Source: an optimization exercise on an open RTL-to-GDS flow (aim: small area and few clock cycles). Production flows keep margins and buffers that such runs may drop. The RTL was checked by simulation tests, not by an equivalence proof against the original design.

## v50
// cv32e41s_incore
module cv32e41s_incore 
#(
  parameter                             LIB                                     = 0,
  parameter logic RV32                                    = RV32I,
  parameter logic [1:0] B_EXT                                   = B_NONE,
  parameter logic [1:0] M_EXT                                   = M,
  parameter bit                         DEBUG                                   = 1,
  parameter logic [31:0]                DM_REGION_START                         = 32'hF0000000,
  parameter logic [31:0]                DM_REGION_END                           = 32'hF0003FFF,
  parameter int                         DBG_NUM_TRIGGERS                        = 1,
  parameter int                         PMA_NUM_REGIONS                         = 0,
  parameter logic [PMA_NUM_REGIONS*68-1:0]                   PMA_CFG            = '0,
  parameter bit                         CLIC                                    = 0,
  parameter int unsigned                CLIC_ID_WIDTH                           = 5,
  parameter int unsigned                CLIC_INTTHRESHBITS                      = 8,
  parameter int unsigned                PMP_GRANULARITY                         = 0,
  parameter int                         PMP_NUM_REGIONS                         = 0,
  parameter logic [PMP_NUM_REGIONS*8-1:0]                   PMP_PMPNCFG_RV     = '0,
  parameter logic [PMP_NUM_REGIONS*32-1:0]                PMP_PMPADDR_RV     = '0,
  parameter mseccfg_t                   PMP_MSECCFG_RV                          = MSECCFG_DEFAULT,
  parameter lfsr_cfg_t                  LFSR0_CFG                               = LFSR_CFG_DEFAULT,  
  ...
export LEC_CHECK = 0
export ABC_AREA = 1
export CAP_MARGIN = 25
export CORE_MARGIN = 2
export CORE_UTILIZATION = 40
export SETUP_SLACK_MARGIN = 3.0
export SLEW_MARGIN = 25
create_clock -name core_clock -period 20.0 [get_ports {clk_i}]
standard.sh (not shown) runs the stock make flow with config.mk's settings and CLKGATE_MAP_FILE= SYNTH_SCRIPT=/design/flow/synth_recipe.tcl, a recipe that flattens the netlist after the stock synthesis.
==> flow/flow/run.sh <==
#!/bin/bash
# Layout flow: the standard flow (standard synthesis, floorplan, placement, routing) with
# - an area-oriented ABC script (with a time-limited &deepsyn pass) for the combinational mapping in synthesis (abc_area.script
#   beside this file; the flip-flops are mapped as in the standard synthesis), with the
#   full/half adders left to ABC instead of the library's adder cells (ADDER_MAP_FILE empty),
# - clock tree synthesis without dummy loads, with larger sink clusters driven by
#   clkbuf_4/8/16 cells (fewer clock buffers),
# - the buffers placed on the ports made of the smallest buffer cell.
# Full tool output goes to flow_standard.log in the work folder (ORFS also keeps its
# per-step logs under orfs/logs/).
set -euo pipefail
rm -rf orfs_scripts
cp -r "$FLOW_HOME/scripts" orfs_scripts
cp flow/abc_area.script orfs_scripts/abc_area.script
export SCRIPTS_DIR="$PWD/orfs_scripts"
export ADDER_MAP_FILE=
export CTS_ARGS="-sink_clustering_enable -repair_clock_nets -dont_use_dummy_load -buf_list {sky130_fd_sc_hd__clkbuf_4 sky130_fd_sc_hd__clkbuf_8 sky130_fd_sc_hd__clkbuf_16} -sink_clustering_size 20 -sink_clustering_max_diameter 170"
export BUFFER_PORTS_ARGS="-buffer_cell sky130_fd_sc_hd__buf_1"
bash standard.sh finish > flow_standard.log 2>&1
==> flow/flow/abc_area.script <==
strash
&get -n
&fraig -x
&put
scorr
dc2
strash
balance
rewrite
refactor
balance
rewrite
rewrite -z
balance
refactor -z
rewrite -z
balance
dc2
strash
&get -n
&deepsyn -T 180
&put
strash
dch -f
amap
topo
stime -c
buffer -c
upsize -c
dnsize -c
Both conditions hold for v50: the flow ran to the end and the final layout passed the timing, DRC and antenna checks.
Testbench counts of v50, summed over its fixed seeds: cycles 1,166,485.
Modified inputs, v21 compared to v50
Settings: a deleted SETUP_SLACK_MARGIN that had been 3.0.
--- a/flow/flow/run.sh
+++ b/flow/flow/run.sh
@@ -2,6 +2,5 @@
 # Layout flow: the standard flow (standard synthesis, floorplan, placement, routing) with
 # - an area-oriented ABC script (with a time-limited &deepsyn pass) for the combinational mapping in synthesis (abc_area.script
-#   beside this file; the flip-flops are mapped as in the standard synthesis), with the
-#   full/half adders left to ABC instead of the library's adder cells (ADDER_MAP_FILE empty),
+#   beside this file; the flip-flops are mapped as in the standard synthesis),
 # - clock tree synthesis without dummy loads, with larger sink clusters driven by
 #   clkbuf_4/8/16 cells (fewer clock buffers),
@@ -14,5 +13,4 @@
 cp flow/abc_area.script orfs_scripts/abc_area.script
 export SCRIPTS_DIR="$PWD/orfs_scripts"
-export ADDER_MAP_FILE=
 export CTS_ARGS="-sink_clustering_enable -repair_clock_nets -dont_use_dummy_load -buf_list {sky130_fd_sc_hd__clkbuf_4 sky130_fd_sc_hd__clkbuf_8 sky130_fd_sc_hd__clkbuf_16} -sink_clustering_size 20 -sink_clustering_max_diameter 170"
 export BUFFER_PORTS_ARGS="-buffer_cell sky130_fd_sc_hd__buf_1"
--- a/flow/flow/abc_area.script
+++ b/flow/flow/abc_area.script
@@ -19,5 +19,5 @@
 strash
 &get -n
-&deepsyn -T 180
+&deepsyn -T 600
 &put
 strash
Results
v21 vs v50 — area after synthesis rose about 2.8%.
Compared to v50, the routing of v21 uses less wire.
Compared with v50, v21 shows buffer share of cell area lower by 2.0 points.
Diff v21 and v50: count of unique library cells instantiated by Yosys lower in v21
Here is what was changed in the inputs of v45 compared with v21.
--- a/flow/flow/run.sh
+++ b/flow/flow/run.sh
@@ -1,5 +1,5 @@
 #!/bin/bash
 # Layout flow: the standard flow (standard synthesis, floorplan, placement, routing) with
-# - an area-oriented ABC script (with a time-limited &deepsyn pass) for the combinational mapping in synthesis (abc_area.script
+# - an area-oriented ABC script for the combinational mapping in synthesis (abc_area.script
 #   beside this file; the flip-flops are mapped as in the standard synthesis),
 # - clock tree synthesis without dummy loads, with larger sink clusters driven by
--- a/flow/flow/abc_area.script
+++ b/flow/flow/abc_area.script
@@ -18,8 +18,4 @@
 dc2
 strash
-&get -n
-&deepsyn -T 600
-&put
-strash
 dch -f
 amap
--- outcome ---
For the area of the multi-input gates, v45 came in 6000 µm² higher than v21 did. Against v21, v45 reports a non-clock buffer count that is lower. The first-iteration DRC count in v45 is 0.829 times that in v21. Summary of v45 over v21: fraction of the cycle the final worst path needs fell 2.4 points, routed wire length has decreased.

-- afterwards: timing with drivers on the ports --
No port has a modelled driver above. Below, the same layouts with a new extraction and two added sets of constraints.
Step 1, drivers: a clkbuf_16 drives clk_i and a buf_2 each remaining input, both assumed.
Step 2 adds t to the input delays and takes it off the output delays; t is the mean of the earliest and latest rising clock arrival at the registers after step 1. Input paths then give back, and output paths get back, about the clock's delay inside the block.
a / b / c = no drivers / after step 1 / after step 2; a / b = the first two.
run	t, ns	setup WS [ns]	latest minus earliest clock arrival (ns)
v50	1.029	0.462 / 0.346 / 0.498	0.206 / 0.206
v21	1.022	0.550 / 0.455 / 1.476	0.185 / 0.185
v45	1.021	1.026 / 0.911 / 1.932	0.146 / 0.146
After both steps every run listed still meets setup and hold.
